This is an optimization exercise on Yosys and OpenROAD, whose aim is small area and a short achievable clock period, not a production implementation.
Only simulation tests tie the RTL to the original design; equivalence was not proved.

### flow/constraint.sdc
create_clock -name core_clock -period 16.0 [get_ports {clk}]
set_input_delay 3.2000 -clock core_clock [delete_from_list [all_inputs] [get_ports {clk}]]
set_output_delay 3.2000 -clock core_clock [all_outputs]
set_load 0.01 [all_outputs]
### flow/config.mk
export PLATFORM = sky130hd
export DESIGN_NAME = DCT_Custom_Instruction
export DESIGN_NICKNAME = DCT_Custom_Instruction
export VERILOG_FILES = /design/flow/design.v
export SDC_FILE = /design/flow/constraint.sdc
export NUM_CORES = 4
export LEC_CHECK = 0
export CAP_MARGIN = 20
export CORE_MARGIN = 2
export CORE_UTILIZATION = 40
export SLEW_MARGIN = 20
### flow/design.v
module DCT_Component (
    input clk,
    input reset,
    input [3:0] address,
    input signed [31:0] writedata,
    input write,
    input read,
    input chipselect,
    output reg signed [31:0] readdata
);
    parameter signed [31:0] c1 = 1420;
    parameter signed [31:0] c2 = 1338;
    parameter signed [31:0] c3 = 1204;
    parameter signed [31:0] c5 = 805;
    parameter signed [31:0] c6 = 554;
    parameter signed [31:0] c7 = 283;
    parameter s1 = 3;
    parameter s2 = 10;
    parameter s3 = 13; 
    reg signed [31:0] data1, data2, data3, data4, data5, data6, data7, data8;
    wire signed [31:0] result1, result2, result3, result4, result5, result6, result7, result8;
    wire signed [31:0] result1_, result2_, result3_, result4_, result5_, result6_, result7_, result8_;
    wire signed [31:0] x0, x1, x2, x3, x4, x5, x6, x7, x8;
    wire signed [31:0] x5_out, x8_out, x7_out;
    DCT_Stage1 stage1(
        .data1(data1), .data2(data2), .data3(data3), .data4(data4),
        .data5(data5), .data6(data6), .data7(data7), .data8(data8),
        .x0(x0), .x1(x1), .x2(x2), .x3(x3), .x5(x5), .x6(x6), .x7(x7), .x8(x8)
    );
    DCT_Stage2 stage2(
        .x8(x8), .x5(x5), .x7(x7), .x6(x6),
        .x4(x4), .x5_out(x5_out), .x8_out(x8_out), .x7_out(x7_out)
    );
    DCT_Stage3 stage3(
        .x4(x4), .x5_out(x5_out),
        .result1(result1), .result5(result5)
    );
    DCT_Stage3Col stage3col(
        .x4(x4), .x5_out(x5_out),
        .result1_(result1_), .result5_(result5_)
    );
    DCT_Stage4 stage4(
        .x0(x0), .x1(x1), .x2(x2), .x3(x3), .x8_out(x8_out), .x7_out(x7_out),
        .result3(result3), .result7(result7), .result8(result8), .result6(result6), .result4(result4), .result2(result2)
    );
    DCT_Stage4Col stage4col(
        .x0(x0), .x1(x1), .x2(x2), .x3(x3), .x8_out(x8_out), .x7_out(x7_out),
        .result3_(result3_), .result7_(result7_), .result8_(result8_), .result6_(result6_), .result4_(result4_), .result2_(result2_)
    );
    always @(posedge clk or posedge reset) begin
        if (reset) begin
            data1 <= 0;
            data2 <= 0;
            data3 <= 0;
            data4 <= 0;
            data5 <= 0;
            data6 <= 0;
            data7 <= 0;
            data8 <= 0;
            readdata <= 0;
        end else begin
            if (write && chipselect) begin
                case (address)
                    4'b0000: data1 <= writedata;
                    4'b0001: data2 <= writedata;
                    4'b0010: data3 <= writedata;
                    4'b0011: data4 <= writedata;
                    4'b0100: data5 <= writedata;
                    4'b0101: data6 <= writedata;
                    4'b0110: data7 <= writedata;
                    4'b0111: data8 <= writedata;
                endcase
            end
            if (read && chipselect) begin
                case (address)
                    4'b0000: readdata <= result1;
                    4'b0001: readdata <= result2;
                    4'b0010: readdata <= result3;
                    4'b0011: readdata <= result4;
                    4'b0100: readdata <= result5;
                    4'b0101: readdata <= result6;
                    4'b0110: readdata <= result7;
                    4'b0111: readdata <= result8;
                    4'b1000: readdata <= result1_;
                    4'b1001: readdata <= result2_;
                    4'b1010: readdata <= result3_;
                    4'b1011: readdata <= result4_;
                    4'b1100: readdata <= result5_;
                    4'b1101: readdata <= result6_;
                    4'b1110: readdata <= result7_;
                    4'b1111: readdata <= result8_;
                endcase
            end
        end
    end
defparam stage4.c1 = c1;
defparam stage4.c2 = c2;
defparam stage4.c3 = c3;
defparam stage4.c5 = c5;
defparam stage4.c6 = c6;
defparam stage4.c7 = c7;
defparam stage4.s1 = s1;
defparam stage4.s2 = s2;
defparam stage4.s3 = s3;
defparam stage4col.c1 = c1;
defparam stage4col.c2 = c2;
defparam stage4col.c3 = c3;
defparam stage4col.c5 = c5;
defparam stage4col.c6 = c6;
defparam stage4col.c7 = c7;
defparam stage4col.s1 = s1;
defparam stage4col.s2 = s2;
defparam stage4col.s3 = s3;
defparam stage3col.s1 = s1;
defparam stage3col.s2 = s2;
defparam stage3col.s3 = s3;
endmodule
module DCT_Stage1(
    input signed [31:0] data1, data2, data3, data4, data5, data6, data7, data8,
    output reg signed [31:0] x0, x1, x2, x3, x5, x6, x7, x8
);
    always @(*) begin
        x8 = data1 + data8;
        x0 = data1 - data8;
        x7 = data2 + data7;
        x1 = data2 - data7;
        x6 = data3 + data6;
        x2 = data3 - data6;
        x5 = data4 + data5;
        x3 = data4 - data5;
    end
endmodule
module DCT_Stage2(
    input signed [31:0] x8, x5, x7, x6,
    output reg signed [31:0] x4, x5_out, x8_out, x7_out
);
    always @(*) begin
        x4 = x8 + x5;
        x8_out = x8 - x5;
        x5_out = x7 + x6;
        x7_out = x7 - x6;
    end
endmodule
module DCT_Stage3(
    input signed [31:0] x4, x5_out,
    output reg signed [31:0] result1, result5
);
    always @(*) begin
        result1 = x4 + x5_out;
        result5 = x4 - x5_out;
    end
endmodule
module DCT_Stage3Col(
    input signed [31:0] x4, x5_out,
    output reg signed [31:0] result1_, result5_
);
    parameter s1 = 3;
    parameter s2 = 10;
    parameter s3 = 13; 
    always @(*) begin
        result1_ = (x4 + x5_out) >>> s1;
        result5_ = (x4 - x5_out) >>> s1;
    end
endmodule
module DCT_Stage4(
    input signed [31:0] x0, x1, x2, x3, x8_out, x7_out,
    output reg signed [31:0] result3, result7, result8, result6, result4, result2
);
    parameter signed [31:0] c1 = 1420;
    parameter signed [31:0] c2 = 1338;
    parameter signed [31:0] c3 = 1204;
    parameter signed [31:0] c5 = 805;
    parameter signed [31:0] c6 = 554;
    parameter signed [31:0] c7 = 283;
    parameter s1 = 3;
    parameter s2 = 10;
    parameter s3 = 13; 
    always @(*) begin
        result3 = (x8_out * c2 + x7_out * c6) >>> s2;
        result7 = (x8_out * c6 - x7_out * c2) >>> s2;
        result8 = (x0 * c7 - x1 * c5 + x2 * c3 - x3 * c1) >>> s2;
        result6 = (x0 * c5 - x1 * c1 + x2 * c7 + x3 * c3) >>> s2;
        result4 = (x0 * c3 - x1 * c7 - x2 * c1 - x3 * c5) >>> s2;
        result2 = (x0 * c1 + x1 * c3 + x2 * c5 + x3 * c7) >>> s2;
    end
endmodule
module DCT_Stage4Col(
    input signed [31:0] x0, x1, x2, x3, x8_out, x7_out,
    output reg signed [31:0] result3_, result7_, result8_, result6_, result4_, result2_
);
    parameter signed [31:0] c1 = 1420;
    parameter signed [31:0] c2 = 1338;
    parameter signed [31:0] c3 = 1204;
    parameter signed [31:0] c5 = 805;
    parameter signed [31:0] c6 = 554;
    parameter signed [31:0] c7 = 283;
    parameter s1 = 3;
    parameter s2 = 10;
    parameter s3 = 13; 
    always @(*) begin
        result3_ = (x8_out * c2 + x7_out * c6) >>> s3;
        result7_ = (x8_out * c6 - x7_out * c2) >>> s3;
        result8_ = (x0 * c7 - x1 * c5 + x2 * c3 - x3 * c1) >>> s3;
        result6_ = (x0 * c5 - x1 * c1 + x2 * c7 + x3 * c3) >>> s3;
        result4_ = (x0 * c3 - x1 * c7 - x2 * c1 - x3 * c5) >>> s3;
        result2_ = (x0 * c1 + x1 * c3 + x2 * c5 + x3 * c7) >>> s3;
    end
endmodule
module DCT_Custom_Instruction(clk,
                              reset,
                              dataa,
                              n,
                              clk_en,
                              start,
							                done,
                              result);
parameter c1 = 1420;
parameter c2 = 1338;
parameter c3 = 1204;
parameter c5 = 805;
parameter c6 = 554;
parameter c7 = 283;
parameter s1 = 3;
parameter s2 = 10;
parameter s3 = 13;   
  input clk;
  input reset;
  input signed [31:0] dataa;  
  input [4:0] n;
  input clk_en;
  input start;
  output done;
  output signed [31:0] result;
  wire [3:0] address;
  wire write;
  wire read;
  reg done_delay;
  assign write = (n<8);
  assign read = (n>7);
 assign address = (n == 1) ? 4'b0001 :
                   (n == 2) ? 4'b0010 :
                   (n == 3) ? 4'b0011 :
                   (n == 4) ? 4'b0100 :
                   (n == 5) ? 4'b0101 :
                   (n == 6) ? 4'b0110 :
                   (n == 7) ? 4'b0111 :
                   (n == 8) ? 4'b0000 :
                   (n == 9) ? 4'b0001 :
                   (n == 10) ? 4'b0010 :
                   (n == 11) ? 4'b0011 :
                   (n == 12) ? 4'b0100 :
                   (n == 13) ? 4'b0101 :
                   (n == 14) ? 4'b0110 :
                   (n == 15) ? 4'b0111 :
                   (n == 16) ? 4'b1000 :
                   (n == 17) ? 4'b1001 :
                   (n == 18) ? 4'b1010 :
                   (n == 19) ? 4'b1011 :
                   (n == 20) ? 4'b1100 :
                   (n == 21) ? 4'b1101 :
                   (n == 22) ? 4'b1110 :
                   (n == 23) ? 4'b1111 : 4'b0000;
  assign done = (n>7)? done_delay : start;
  always @ (posedge clk or posedge reset)
  begin
  if (reset)
		done_delay <= 0;
  else
		done_delay <= start & read;
  end
  DCT_Component wrapper_wiring(.clk(clk),
                               .reset(reset),
                               .address(address),
                               .writedata(dataa),
                               .write(write & start),
                               .read(read),
                               .chipselect(clk_en),
                               .readdata(result));
defparam wrapper_wiring.c1 = c1;
defparam wrapper_wiring.c2 = c2;
defparam wrapper_wiring.c3 = c3;
defparam wrapper_wiring.c5 = c5;
defparam wrapper_wiring.c6 = c6;
defparam wrapper_wiring.c7 = c7;
defparam wrapper_wiring.s1 = s1;
defparam wrapper_wiring.s2 = s2;
defparam wrapper_wiring.s3 = s3;
endmodule
### flow/run.sh
#!/bin/bash
# synth_recipe.tcl (not shown) runs the flow's synth.tcl, then flattens the netlist and writes it again
# the make line also repeats each setting of config.mk as NAME=value (left out here)
make -C /OpenROAD-flow-scripts/flow DESIGN_CONFIG=/design/flow/config.mk WORK_HOME=/design/flow/orfs CLKGATE_MAP_FILE= SYNTH_SCRIPT=/design/flow/synth_recipe.tcl finish
==> out/results.txt <==
Synth-to-layout area growth -> 7.60%
Layout cells sized above 1 -> 0.0601
Grt peak-use layer -> met2
Die W -> 546 um
Final core utilization -> 0.432
Period minus WS final -> 15.48 ns
Worst-Margin Slew -> 1.28 ns
Initial antenna violation count -> 36
Hold Slack -> 0.482 ns
Met2 Track Usage GR -> 0.473
Final slew viol count -> 0
Cells after DPL -> 16711
M1 GR Usage -> 0.375
Yosys warns -> 8
Nets -> 16945
Total track usage -> 0.289
Drt pass-1 iters -> 7
Residual DRC -> 0
Fin. Hold Viols -> 0
FF+latch count, synth -> 289
CTS root buf -> clkbuf_16
Vias per cell -> 5.47
Final ANT Viol Nets -> 0
Fmax -> 64.6 MHz
Buffers on Ports -> 73
Post-route setup slack -> 0.523 ns
Reg clk slew, reported paths -> 0.07 ns
Slowest CP cell -> fa_1
H-tree levels -> 2
Max-slew headroom -> 0.144
EDFF count, synth -> 0
Non-filler cells, final -> 16780
Final period utilization -> 0.967
FF-to-FF Start -> wrapper_wiring.data6[2]
Avg WL per Cell -> 25.8 um
Die area -> 0.298 mm2
Clk buf depth -> 3
Final HPWL DP -> 380 mm
GRT met3 Usage -> 0.0516
Number of global-route vias before repair -> 94961
Initial Util -> 0.401
Synth Instances -> 12636
Most frequent cells in the layout -> inv_1 (3092), ha_1 (2205), fa_1 (1870)
Crit path from -> wrapper_wiring.data6[2]
Critical hold path startpoint -> wrapper_wiring.readdata[5]
Clk latency of the worst-skew pair -> 0.61 ns
Area leader, netlist -> fa_1
Die Y -> 546 um
Grt ovf -> 0
Net Count, Synth -> 16752
Final wirelength -> 433 mm
Critical path arrival -> 15.91 ns
Critical Path Max Stage Delay -> 0.56 ns
Crit-path max FO -> 10
Most common cell after layout, fill and taps aside -> inv_1
Top post-synthesis cells by area -> fa_1 (32%), ha_1 (23%), inv_1 (9.9%)
RSZ-0062 raised after global routing -> no
Mapped cell area -> 0.118 mm2
Syn avg cell area -> 9.31 um2
Dominant synthesized flop cell -> dfrtp_1
CP Launch Type -> flip-flop
Core box area -> 0.293 mm2
# hold bufs at CTS -> 0
Largest net degree at the start of global routing -> 132
Clk_skew -> 0.0266 ns
Total clock sinks -> 289
Sum of negative setup slack -> 0 ns
Critical Path RT -> 16.43 ns
Placer Congestion -> 1.03
Seq/Total Area, Yosys -> 0.0615
Setup violators final -> 0
CTS Buf Count -> 35
Type of the most critical hold path -> reg -> reg
Count of different cell masters after synthesis -> 101
IO Count -> 74
TritonCTS clock tree -> yes
Initial DRC Count -> 7443
Max-Cap Viols -> 0
Row count -> 199
Crit. End Element -> flip-flop
Most used cell, CP -> fa_1
DR vias -> 91823
DP Worst Slack -> 0.721 ns
Status -> finished clean
Ys async rst share -> 1.00
Synth top area share -> 0.318
First-pass GRT wire length -> 631 mm
WS Path Type -> reg -> reg
## worst max-delay path, delay by kind of cell, from the launching register on
family                   cells  cell delay, ns
AO/OA/AOI/OAI               15            3.89
adder cells (fa/ha/maj)     14            6.20
buffers and inverters       10            1.13
XOR/XNOR                    11            2.68
AND/OR/NAND/NOR              6            1.02
flip-flops                   1            0.36
## final timing paths
check                                              end  cells after the start
min                         wrapper_wiring.readdata[5]                      1
min in group asynchronous      wrapper_wiring.data8[1]                      2
max in group asynchronous     wrapper_wiring.data7[30]                      4
max reg2reg                wrapper_wiring.readdata[23]                     56
min reg2reg                 wrapper_wiring.readdata[5]                      1
max                        wrapper_wiring.readdata[23]                     56
## metal layers
| layer | part of all wire | routed length [um] |
|---|---|---|
| met1 | 0.41 | 177000 |
| met3 | 0.082 | 35600 |
| met2 | 0.46 | 199000 |
| met4 | 0.050 | 21600 |
| met5 | 0.00042 | 183 |
## cells in the mapped netlist (all sizes together), types with 28 or more instances
master,n
a211oi,62
a21boi,45
a21o,157
a21oi,597
a221oi,44
a31oi,60
and2,30
and3,54
buf,36
clkbuf,154
dfrtp,289
fa,1870
ha,2205
inv,3095
mux2,259
nand2,330
nand2b,121
nand3,135
nor2,666
nor2b,115
nor3,164
nor4,31
o211ai,48
o21a,86
o21ai,357
o21bai,142
o22ai,29
o31a,28
o31ai,39
o41ai,28
or2,37
or3,48
xnor2,705
xor2,230
## flip-flops by register name, indices dropped and copies added, names as in the netlist
signal	count
wrapper_wiring.data8	32
wrapper_wiring.data4	32
wrapper_wiring.data3	32
wrapper_wiring.data7	32
wrapper_wiring.data6	32
done_delay	1
wrapper_wiring.data5	32
wrapper_wiring.readdata	32
wrapper_wiring.data2	32
wrapper_wiring.data1	32
## what timing repair did
item	4_1_cts	5_1_grt
gates resized for setup	0	2
setup endpoints to repair	0	5
buffers inserted	0	0
## cell families (layout without fill, tap and decap cells)
| logic type | after synthesis | count (layout) | synth area share |
|---|---|---|---|
| simple gates | 1811 | 1811 | 0.0731 |
| flops | 289 | 289 | 0.0615 |
| compound gates | 1951 | 1951 | 0.108 |
| xor+xnor | 958 | 958 | 0.0742 |
| buf+inv | 3288 | 3507 | 0.105 |
| other cells | 0 | 6 | 0 |
| fa+ha+maj | 4075 | 4075 | 0.553 |
| mux | 264 | 264 | 0.0252 |
## metrics by stage
step | area, um2
2_1_floorplan | 118000
3_3_place_gp | 125000
3_5_place_dp | 125000
4_1_cts | 127000
5_1_grt | 127000
6_report | 127000
## layout make-up
type	count	area, um2
Sequential cell	289	7230
Clock buffer	42	963
Multi-Input combinational cell	9059	98700
Clock inverter	21	324
Tap cell	3919	4900
Timing Repair Buffer	346	2800
Antenna cell	6	15.0
Fill cell	29367	167000
Inverter	3098	11600

==> port drivers added, routing unchanged <==
The results above use ideal ports. As a check the final layout listed here was re-extracted and re-timed, cells and wires unchanged.
Step 1 (the two cells are an assumption about what drives the block):
set clk [get_ports {clk}]
set_driving_cell -lib_cell sky130_fd_sc_hd__clkbuf_16 $clk
set_driving_cell -lib_cell sky130_fd_sc_hd__buf_2 [delete_from_list [all_inputs] $clk]
Step 2 adds t to the input delays and takes it off the output delays; t is the mean of the earliest and latest rising clock arrival at the registers after step 1. Input paths then give back, and output paths get back, about the clock's delay inside the block.
a / b / c = ideal / step 1 / step 2; a / b = the first two.
shift t [ns]: 0.673
setup slack, ns: 0.523 / 0.523 / 0.523
cell pins on the clock port's net: 1
After both steps setup and hold are still met in this run. The setup slack of this run moves by 0.000 ns with the drivers and by 0.000 ns with both steps.
